Context: an optimization exercise on an open-source flow, tuned for small area and a short achievable clock period. The choices shown serve that exercise and are no tape-out recipe. No functional check of the RTL was part of this run. Power figures rest on the tool's default switching activity, not on a simulated workload.

$ cat config.mk
export PLATFORM = sky130hd
export DESIGN_NAME = main
export DESIGN_NICKNAME = main
export VERILOG_FILES = /design/flow/design.v
export SDC_FILE = /design/flow/constraint.sdc
export NUM_CORES = 4
export LEC_CHECK = 0
export CAP_MARGIN = 20
export CORE_MARGIN = 2
export CORE_UTILIZATION = 40
export SLEW_MARGIN = 20
$ cat constraint.sdc
create_clock -name core_clock -period 15.0 [get_ports {clk}]
set_input_delay 3.0000 -clock core_clock [delete_from_list [all_inputs] [get_ports {clk}]]
set_output_delay 3.0000 -clock core_clock [all_outputs]
set_load 0.01 [all_outputs]
$ cat design.v
module main(
    input clk,
    input [19:0] data,
    output reg [7:0] result_Ra,
    output reg [7:0] result_Rb,
    output reg [7:0] result_Rc,
    output reg [7:0] result_Rd,
    output reg [15:0] result_bFloat,
    output reg SF,
    output reg ZF
    );
    reg [15:0] result_mul;
    wire [3:0] op = data[19:16];
    wire [7:0] f1 = data[15:8];
    wire [7:0] f2 = data[7:0];
    wire d_a = f1 == 8'h01, d_b = f1 == 8'h02, d_c = f1 == 8'h04, d_d = f1 == 8'h08;
    wire s_ok = f2 == 8'h01 || f2 == 8'h02 || f2 == 8'h04 || f2 == 8'h08;
    wire d_ok = d_a | d_b | d_c | d_d;
    wire same = f1 == f2;
    wire op_save = op == 4'b0001 || op == 4'b0010;
    wire op_sum  = op == 4'b0011 || op == 4'b0100;
    wire op_sub  = op == 4'b0101 || op == 4'b0110;
    wire op_reg  = op == 4'b0010 || op == 4'b0100 || op == 4'b0110;
    wire op_shr  = op == 4'b1011;
    wire op_shl  = op == 4'b1100;
    wire op_mul  = op == 4'b0111 || op == 4'b1000;
    wire op_bf   = op == 4'b1101;
    wire [7:0] opa = ({8{f1[0]}} & result_Ra) | ({8{f1[1]}} & result_Rb) |
                     ({8{f1[2]}} & result_Rc) | ({8{f1[3]}} & result_Rd);
    wire [7:0] srcv = ({8{f2[0]}} & result_Ra) | ({8{f2[1]}} & result_Rb) |
                      ({8{f2[2]}} & result_Rc) | ({8{f2[3]}} & result_Rd);
    wire [7:0] opb = op[0] ? f2 : srcv;
    wire keep = op_reg & (~s_ok | (same & ~(op == 4'b0100 & d_a)));
    wire [7:0] addsub = opa + (opb ^ {8{op_sub}}) + {7'd0, op_sub};
    wire big = f2[7:3] != 5'd0;
    wire [7:0] shr = big ? 8'd0 : (opa >> f2[2:0]);
    wire [7:0] shl = big ? 8'd0 : (opa << f2[2:0]);
    reg [7:0] alu;
    always @* begin
        if (keep) alu = opa;
        else if (op_save) alu = opb;
        else if (op_shr) alu = shr;
        else if (op_shl) alu = shl;
        else alu = addsub;
    end
    wire alu_wr = (op_save | op_sum | op_sub | op_shr | op_shl) & d_ok;
    wire mul_ld = op_mul & d_ok & (~op[3] | (s_ok & ~same));
    wire [15:0] mul_s, mul_c;
    wire [7:0] pp0 = opa & {8{opb[0]}};
    wire [7:0] pp1 = opa & {8{opb[1]}};
    wire [7:0] pp2 = opa & {8{opb[2]}};
    wire [7:0] pp3 = opa & {8{opb[3]}};
    wire [7:0] pp4 = opa & {8{opb[4]}};
    wire [7:0] pp5 = opa & {8{opb[5]}};
    wire [7:0] pp6 = opa & {8{opb[6]}};
    wire [7:0] pp7 = opa & {8{opb[7]}};
    wire mt1 = pp0[2] ^ pp1[1] ^ pp2[0];
    wire mt2 = (pp0[2] & pp1[1]) | (pp2[0] & (pp0[2] ^ pp1[1]));
    wire mt3 = pp0[3] ^ pp1[2] ^ pp2[1];
    wire mt4 = (pp0[3] & pp1[2]) | (pp2[1] & (pp0[3] ^ pp1[2]));
    wire mt5 = pp0[4] ^ pp1[3] ^ pp2[2];
    wire mt6 = (pp0[4] & pp1[3]) | (pp2[2] & (pp0[4] ^ pp1[3]));
    wire mt7 = pp3[1] ^ pp4[0];
    wire mt8 = pp3[1] & pp4[0];
    wire mt9 = pp0[5] ^ pp1[4] ^ pp2[3];
    wire mt10 = (pp0[5] & pp1[4]) | (pp2[3] & (pp0[5] ^ pp1[4]));
    wire mt11 = pp3[2] ^ pp4[1] ^ pp5[0];
    wire mt12 = (pp3[2] & pp4[1]) | (pp5[0] & (pp3[2] ^ pp4[1]));
    wire mt13 = pp0[6] ^ pp1[5] ^ pp2[4];
    wire mt14 = (pp0[6] & pp1[5]) | (pp2[4] & (pp0[6] ^ pp1[5]));
    wire mt15 = pp3[3] ^ pp4[2] ^ pp5[1];
    wire mt16 = (pp3[3] & pp4[2]) | (pp5[1] & (pp3[3] ^ pp4[2]));
    wire mt17 = pp0[7] ^ pp1[6] ^ pp2[5];
    wire mt18 = (pp0[7] & pp1[6]) | (pp2[5] & (pp0[7] ^ pp1[6]));
    wire mt19 = pp3[4] ^ pp4[3] ^ pp5[2];
    wire mt20 = (pp3[4] & pp4[3]) | (pp5[2] & (pp3[4] ^ pp4[3]));
    wire mt21 = pp6[1] ^ pp7[0];
    wire mt22 = pp6[1] & pp7[0];
    wire mt23 = pp1[7] ^ pp2[6] ^ pp3[5];
    wire mt24 = (pp1[7] & pp2[6]) | (pp3[5] & (pp1[7] ^ pp2[6]));
    wire mt25 = pp4[4] ^ pp5[3] ^ pp6[2];
    wire mt26 = (pp4[4] & pp5[3]) | (pp6[2] & (pp4[4] ^ pp5[3]));
    wire mt27 = pp2[7] ^ pp3[6] ^ pp4[5];
    wire mt28 = (pp2[7] & pp3[6]) | (pp4[5] & (pp2[7] ^ pp3[6]));
    wire mt29 = pp5[4] ^ pp6[3] ^ pp7[2];
    wire mt30 = (pp5[4] & pp6[3]) | (pp7[2] & (pp5[4] ^ pp6[3]));
    wire mt31 = pp3[7] ^ pp4[6] ^ pp5[5];
    wire mt32 = (pp3[7] & pp4[6]) | (pp5[5] & (pp3[7] ^ pp4[6]));
    wire mt33 = pp6[4] ^ pp7[3];
    wire mt34 = pp6[4] & pp7[3];
    wire mt35 = pp4[7] ^ pp5[6] ^ pp6[5];
    wire mt36 = (pp4[7] & pp5[6]) | (pp6[5] & (pp4[7] ^ pp5[6]));
    wire mt37 = pp5[7] ^ pp6[6] ^ pp7[5];
    wire mt38 = (pp5[7] & pp6[6]) | (pp7[5] & (pp5[7] ^ pp6[6]));
    wire mt39 = mt2 ^ mt3 ^ pp3[0];
    wire mt40 = (mt2 & mt3) | (pp3[0] & (mt2 ^ mt3));
    wire mt41 = mt4 ^ mt5 ^ mt7;
    wire mt42 = (mt4 & mt5) | (mt7 & (mt4 ^ mt5));
    wire mt43 = mt6 ^ mt8 ^ mt9;
    wire mt44 = (mt6 & mt8) | (mt9 & (mt6 ^ mt8));
    wire mt45 = mt10 ^ mt12 ^ mt13;
    wire mt46 = (mt10 & mt12) | (mt13 & (mt10 ^ mt12));
    wire mt47 = mt15 ^ pp6[0];
    wire mt48 = mt15 & pp6[0];
    wire mt49 = mt14 ^ mt16 ^ mt17;
    wire mt50 = (mt14 & mt16) | (mt17 & (mt14 ^ mt16));
    wire mt51 = mt19 ^ mt21;
    wire mt52 = mt19 & mt21;
    wire mt53 = mt18 ^ mt20 ^ mt22;
    wire mt54 = (mt18 & mt20) | (mt22 & (mt18 ^ mt20));
    wire mt55 = mt23 ^ mt25 ^ pp7[1];
    wire mt56 = (mt23 & mt25) | (pp7[1] & (mt23 ^ mt25));
    wire mt57 = mt24 ^ mt26 ^ mt27;
    wire mt58 = (mt24 & mt26) | (mt27 & (mt24 ^ mt26));
    wire mt59 = mt28 ^ mt30 ^ mt31;
    wire mt60 = (mt28 & mt30) | (mt31 & (mt28 ^ mt30));
    wire mt61 = mt32 ^ mt34 ^ mt35;
    wire mt62 = (mt32 & mt34) | (mt35 & (mt32 ^ mt34));
    wire mt63 = mt38 ^ pp6[7] ^ pp7[6];
    wire mt64 = (mt38 & pp6[7]) | (pp7[6] & (mt38 ^ pp6[7]));
    wire mt65 = mt42 ^ mt43 ^ mt11;
    wire mt66 = (mt42 & mt43) | (mt11 & (mt42 ^ mt43));
    wire mt67 = mt44 ^ mt45 ^ mt47;
    wire mt68 = (mt44 & mt45) | (mt47 & (mt44 ^ mt45));
    wire mt69 = mt46 ^ mt48 ^ mt49;
    wire mt70 = (mt46 & mt48) | (mt49 & (mt46 ^ mt48));
    wire mt71 = mt50 ^ mt52 ^ mt53;
    wire mt72 = (mt50 & mt52) | (mt53 & (mt50 ^ mt52));
    wire mt73 = mt54 ^ mt56 ^ mt57;
    wire mt74 = (mt54 & mt56) | (mt57 & (mt54 ^ mt56));
    wire mt75 = mt58 ^ mt59 ^ mt33;
    wire mt76 = (mt58 & mt59) | (mt33 & (mt58 ^ mt59));
    wire mt77 = mt60 ^ mt61 ^ pp7[4];
    wire mt78 = (mt60 & mt61) | (pp7[4] & (mt60 ^ mt61));
    wire mt79 = mt62 ^ mt36 ^ mt37;
    wire mt80 = (mt62 & mt36) | (mt37 & (mt62 ^ mt36));
    wire mt81 = mt68 ^ mt69 ^ mt51;
    wire mt82 = (mt68 & mt69) | (mt51 & (mt68 ^ mt69));
    wire mt83 = mt70 ^ mt71 ^ mt55;
    wire mt84 = (mt70 & mt71) | (mt55 & (mt70 ^ mt71));
    wire mt85 = mt72 ^ mt73 ^ mt29;
    wire mt86 = (mt72 & mt73) | (mt29 & (mt72 ^ mt73));
    wire mt87 = mt86 ^ mt74 ^ mt75;
    wire mt88 = (mt86 & mt74) | (mt75 & (mt86 ^ mt74));
    wire mt89 = mt88 ^ mt76 ^ mt77;
    wire mt90 = (mt88 & mt76) | (mt77 & (mt88 ^ mt76));
    wire mt91 = mt90 ^ mt78 ^ mt79;
    wire mt92 = (mt90 & mt78) | (mt79 & (mt90 ^ mt78));
    wire mt93 = mt92 ^ mt80 ^ mt63;
    wire mt94 = (mt92 & mt80) | (mt63 & (mt92 ^ mt80));
    wire mt95 = mt94 ^ mt64 ^ pp7[7];
    wire mt96 = (mt94 & mt64) | (pp7[7] & (mt94 ^ mt64));
    assign mul_s = {mt96, mt95, mt93, mt91, mt89, mt87, mt84, mt82, mt81, mt66, mt65, mt40, mt39, mt1, pp0[1], pp0[0]};
    assign mul_c = {1'b0, 1'b0, 1'b0, 1'b0, 1'b0, 1'b0, mt85, mt83, 1'b0, mt67, 1'b0, mt41, 1'b0, 1'b0, pp1[0], 1'b0};
    wire [15:0] prod = mul_s + mul_c;
    wire pzero = mul_ld ? (opa == 8'd0 || opb == 8'd0) : (result_mul == 16'd0);
    wire ltA = f2 < 8'd10;
    wire ltB = f2 < 8'd100;
    reg [10:0] uA;                   
    always @* begin
        case (f2[3:0])
        4'd1: uA = 11'd204;
        4'd2: uA = 11'd409;
        4'd3: uA = 11'd614;
        4'd4: uA = 11'd819;
        4'd5: uA = 11'd1024;
        4'd6: uA = 11'd1228;
        4'd7: uA = 11'd1433;
        4'd8: uA = 11'd1638;
        4'd9: uA = 11'd1843;
        default: uA = 11'd0;
        endcase
    end
    wire [1:0] cB = f2[0] ? ((f2 > 8'd75) ? 2'd2 : (f2 > 8'd25) ? 2'd1 : 2'd0)
                          : ((f2 > 8'd50) ? 2'd2 : 2'd1);
    wire [10:0] uB = {f2[6:0], 4'd0} + {2'd0, f2[6:0], 2'd0} + {5'd0, f2[6:1]} - {9'd0, cB};
    wire t1 = f2 >= 8'd105, t2 = f2 >= 8'd125, t3 = f2 >= 8'd146, t4 = f2 >= 8'd167;
    wire t5 = f2 >= 8'd188, t6 = f2 >= 8'd209, t7 = f2 >= 8'd230, t8 = f2 >= 8'd250;
    wire [3:0] nC = {t8, t4 & ~t8, (t2 & ~t4) | (t6 & ~t8),
                     (t1 & ~t2) | (t3 & ~t4) | (t5 & ~t6) | (t7 & ~t8)};
    wire [10:0] uC = {2'd0, f2, 1'b0} + {7'd0, nC} + 11'd4;
    wire [10:0] u = ltA ? uA : ltB ? uB : uC;
    wire [6:0] bf_hi = u[10:4];      
    wire [1:0] zk = u[10] ? 2'd0 : u[9] ? 2'd1 : u[8] ? 2'd2 : 2'd3;
    wire [6:0] zm = u[10] ? u[9:3] : u[9] ? u[8:2] : u[8] ? u[7:1] : u[6:0];
    wire bs = f1[7];
    wire [7:0] mag = bs ? -f1 : f1;
    reg [2:0] e;
    always @* begin
        casez (mag)
        8'b1???????: e = 3'd7;
        8'b01??????: e = 3'd6;
        8'b001?????: e = 3'd5;
        8'b0001????: e = 3'd4;
        8'b00001???: e = 3'd3;
        8'b000001??: e = 3'd2;
        8'b0000001?: e = 3'd1;
        default:     e = 3'd0;
        endcase
    end
    wire [13:0] y = {mag[6:0], bf_hi};
    wire [13:0] ysh = y >> e;
    wire izero = f1 == 8'd0;
    wire bzero = izero & (f2 == 8'd0);
    wire [6:0] bman = bzero ? 7'd0 : izero ? zm : ysh[6:0];
    wire [7:0] bexp = bzero ? 8'd0 : izero ? (8'd126 - {6'd0, zk}) : (8'd127 + {5'd0, e});
    wire p_old = op_mul & ~mul_ld;                  
    wire a_alu = alu_wr & d_a, b_alu = alu_wr & d_b, c_alu = alu_wr & d_c, d_alu = alu_wr & d_d;
    wire a_hold = ~(op_mul | a_alu), d_hold = ~(op_mul | d_alu);
    wire b_hold = ~(op_bf | b_alu), c_hold = ~(op_bf | c_alu);
    wire f_hold = ~(op_mul | op_bf | alu_wr);
    wire [7:0] ra_next = ({8{mul_ld}} & prod[7:0]) | ({8{p_old}} & result_mul[7:0]) |
                         ({8{a_alu}} & alu) | ({8{a_hold}} & result_Ra);
    wire [7:0] rd_next = ({8{mul_ld}} & prod[15:8]) | ({8{p_old}} & result_mul[15:8]) |
                         ({8{d_alu}} & alu) | ({8{d_hold}} & result_Rd);
    wire [7:0] rb_next = ({8{op_bf}} & {bs, bman}) | ({8{b_alu}} & alu) | ({8{b_hold}} & result_Rb);
    wire [7:0] rc_next = ({8{op_bf}} & bexp) | ({8{c_alu}} & alu) | ({8{c_hold}} & result_Rc);
    wire sf_next = (mul_ld & prod[15]) | (p_old & result_mul[15]) | (op_bf & bs) |
                   (alu_wr & alu[7]) | (f_hold & SF);
    wire zf_next = (op_mul & pzero) | (op_bf & bzero) | (alu_wr & (alu == 8'd0)) | (f_hold & ZF);
    always @(posedge clk) begin
        if (mul_ld) result_mul <= prod;
        result_Ra <= ra_next;
        result_Rd <= rd_next;
        result_Rb <= rb_next;
        result_Rc <= rc_next;
        SF <= sf_next;
        ZF <= zf_next;
        if (op_bf) result_bFloat <= {bs, bexp, bman};
    end
endmodule
$ cat flow/run.sh
#!/bin/bash
# Own layout flow: the standard ORFS flow (standard.sh) with these changes:
#  - synthesis leaves the adders to ABC instead of extracting full/half adder cells,
#    and ABC runs its area script (ABC_AREA=1), which here also gives the shorter paths;
#  - the port buffers are buf_1 cells instead of the slow clkdlybuf4s50_1 (the resizer
#    then sizes them as it does any cell);
#  - repair_timing aims for 8.7 ns of setup slack, so it sizes up the critical paths.
set -euo pipefail
bash standard.sh ADDER_MAP_FILE= ABC_AREA=1 SETUP_SLACK_MARGIN=8.7 CTS_BUF_LIST=sky130_fd_sc_hd__clkbuf_8 \
  "BUFFER_PORTS_ARGS=-buffer_cell sky130_fd_sc_hd__buf_1" finish > standard_flow.log 2>&1
$ cat standard.sh
#!/bin/bash
# synth_recipe.tcl (not shown) runs the flow's synth.tcl, then flattens the netlist and writes it again
# the make line also repeats each setting of config.mk as NAME=value (left out here)
make -C /OpenROAD-flow-scripts/flow DESIGN_CONFIG=/design/flow/config.mk WORK_HOME=/design/flow/orfs CLKGATE_MAP_FILE= SYNTH_SCRIPT=/design/flow/synth_recipe.tcl "${@:-finish}"
==> results.txt <==
## path summary, 6_finish.rpt
path / start / slack (ps) / depth (start not counted) / end
worst max register to register: result_Rd[5] / 10860 / 25 / result_mul[14]
worst min register to register: result_mul[2] / 490 / 2 / result_Ra[2]
worst min-delay path: result_mul[2] / 490 / 2 / result_Ra[2]
worst max-delay path: data[11] / 8600 / 26 / result_mul[14]
## cell families after synthesis
group           Yosys count
compound gates          273
xor+xnor                 67
buf+inv                 236
flops                    64
simple gates            881
## cells in the mapped netlist (all sizes together) (8+ instances only)
cell type    n  area share [%]
xnor2       23             2.4
nand4       22             1.8
dfxtp       34             7.8
a22oi        8            0.75
o211ai      23             2.0
o311ai       8            0.89
clkbuf      14            0.60
o21ai       90             5.3
buf         27             2.3
o2111ai     15             1.5
nand3       89             5.5
or2         14             1.0
inv        192             8.3
nor4        12            0.93
a21boi      11            0.99
edfxtp      30              10
a21oi       72             4.5
xor2        44             4.4
nor3        17             1.2
nand2      532              24
nor2       187             8.8
## worst max-delay path, delay by kind of cell
kind / cells / cell delay, ps
buffers and inverters: 6 / 800
and+or+nand+nor: 14 / 1640
AOI/OAI and AO/OA: 6 / 1060
## state kept, by name (all words and copies together) (netlist names)
name	cells
result_Rb	8
result_Rd	8
result_Rc	8
result_Ra	8
ZF	1
result_bFloat	14
SF	1
result_mul	16
## metal layers
metal	GRT usage [%]	vias up
met5	0	-
met4	9.95	0
met3	4.37	151
met2	48.2	549
met1	37.1	5078
li1	-	5315
## area by class of cell
type	count	area, um^2
clock buffers	10	138
clock inverters	6	92.6
fillers	2126	9600
inverters	195	821
multi-input cells	1222	7500
flip-flops and latches	64	1580
well taps	280	350
repair buffers	191	1540
## through the flow
stage                     cells  total power (W)  setup slack [ps]  util (%)  hold WS, ps
after floorplan            1521          0.00108              8870         -          457
after global placement     1838          0.00131              7680      42.3          468
after detailed placement   1838          0.00133              7620      42.3          470
after CTS                  1887          0.00158              8650      46.1          485
after global routing       1968          0.00217              8440      55.6          514
final                      1968          0.00203              8600      55.6          486
## cells in the final DEF, fill, tap and decap left out, drive strengths merged, types with 2 or more instances in the layout
| master | count |
|---|---|
| o2111ai | 15 |
| or2 | 14 |
| nand3 | 89 |
| nor2 | 187 |
| o22ai | 7 |
| buf | 183 |
| o21bai | 7 |
| clkinv | 5 |
| a21boi | 11 |
| a21o | 5 |
| clkbuf | 16 |
| xnor2 | 23 |
| o21ai | 90 |
| clkinvlp | 9 |
| o31ai | 5 |
| o311ai | 8 |
| nor3 | 17 |
| a221oi | 5 |
| xor2 | 44 |
| nand3b | 4 |
| bufinv | 2 |
| nand2 | 533 |
| dfxtp | 34 |
| inv | 185 |
| and2 | 2 |
| o21a | 5 |
| edfxtp | 30 |
| a31oi | 2 |
| a211o | 2 |
| a22oi | 8 |
| o211ai | 23 |
| nand4 | 22 |
| a21oi | 72 |
| nor4 | 12 |
| bufbuf | 2 |
## power by group
| part | switching [W] | internal [W] |
|---|---|---|
| logic | 0.000956 | 0.000629 |
| registers | 0.0000363 | 0.000237 |
| clock network | 0.0000717 | 0.0000985 |
| total | 0.00106 | 0.000965 |
## timing repair
item | in CTS | in global routing
endpoints found under the setup margin | 50 | 41
cloned | 2 | 6
buffers inserted | 31 | 75
pin swaps | 20 | 142
gates resized for setup | 90 | 374
==> metrics.cfg <==
[status]
status=no timing/DRC/antenna violations

[synthesis]
synth_top_family_by_area=simple AND/OR/NAND/NOR gates
synth_edf_count=30
yosysWarningCount=1
synth-xor-area-share_pct=6.82
async_flop_share_pct=0
syn_inst=1521
synth-compound-area-share_pct=20.1
synth_mux_area_share_pct=0
seq_area_frac_synth_pct=18.1
synthAdderAreaFrac_pct=0
syn_area_per_cell_um2=5.73
mappedNetlistNets=1542
ys_types=69
postSynthRegisterBits=64
synthFlopType=dfxtp_1
synthesis.area_um2=8710
synthSimpleGateAreaFrac_pct=43.6

[setup_path]
crit_path_max_fanout=12
cp_slowest_cell=clkinvlp_4
critPathArrivalTime_ps=6520
critPathRequiredTime_ps=15120
critical_path_class=primary input to register
end_kind=register
crit_path_start_kind=primary input
cp_slowest_stage_delay_ps=220
path_common_cell=nand2_2

[pwr]
power.density_nw_per_um2=169
p_leak_nw=5.44
ir_drop_mv=0.259

[placed_design]
numPortBuffers=70
dpl-instance-area_um2=9150
hpwl_um=24600
gp_congestion=0.998

[flow_run]
cap_violations=0

[global_routing]
antenna_found_initial=0
grt_start_max_net_pins=34
grt_pass1_vias=9528
grt_pass1_wl_um=51300
grt_usage_pct=28.6
grt-ovfl-total=0

[finish]
fin_nets=1704
drive_above_1_share_pct=29.9
area_delta_synth_final_pct=38.0
num_antenna_cells=0
design_area_um2=12000

[routing]
first_pass_iters=6
drtIter0Drc=1073
ant_nets=0
wl_um=36900
via_per_inst=5.64
vias=11093
highest_layer=met4
wl_met2_um=17300
drc=0
wire_per_inst_um=18.8
wl_met3_um=2980
routedLengthMet1_um=14600

[timing]
tns_ps=0
rsz0062_at_grt=true
fin_worst_skew_ps=9.37
fin_crit_ps=6400
hold_viol=0
fin_crit_sh_pct=42.6
finalSetupViolations=0
max_freq_ghz=0.156
slew_violations=0
tightest_slew_ps=830
slew-limit-headroom_pct=44.2

[floorplanning]
io_pins=71
die_h_um=152
fp-row-count=54
core_area_um2=21600
start_util_pct=40.3
die-area_um2=23000
die_w_um=152

[cts]
cts_tree=built
cts.path.max_buffers=2
cts_root_buffer=clkbuf_8
ctsHoldBuffers=0
cts_buffers=9
cts_num_sinks=64
clk_transition_reported_paths_ps=80
htree_levels=3
clk_latency_ps=360

[min_path]
hold_class=register to register

-- port drivers added, routing unchanged --
In the flow no input, the clock included, has a driving cell. The finished layout below was timed again as built, in two steps.
Step 1, drivers: a clkbuf_16 drives clk and a buf_2 each remaining input, both assumed.
Step 2 moves the port delays by t, midway between the first and last clock arrival at a register: inputs arrive t later, outputs are due t later. That takes back most of the time a late clock gives input paths.
Three values: ideal, step 1, step 2; two values: the first two.
shift t [ns]: 0.387
setup slack, ns: 8.603 / 8.593 / 8.206
latest minus earliest clock arrival (ns): 0.009 / 0.010
After both steps setup and hold are still met in this run. The setup slack of this run moves by -0.010 ns with the drivers and by -0.397 ns with both steps.
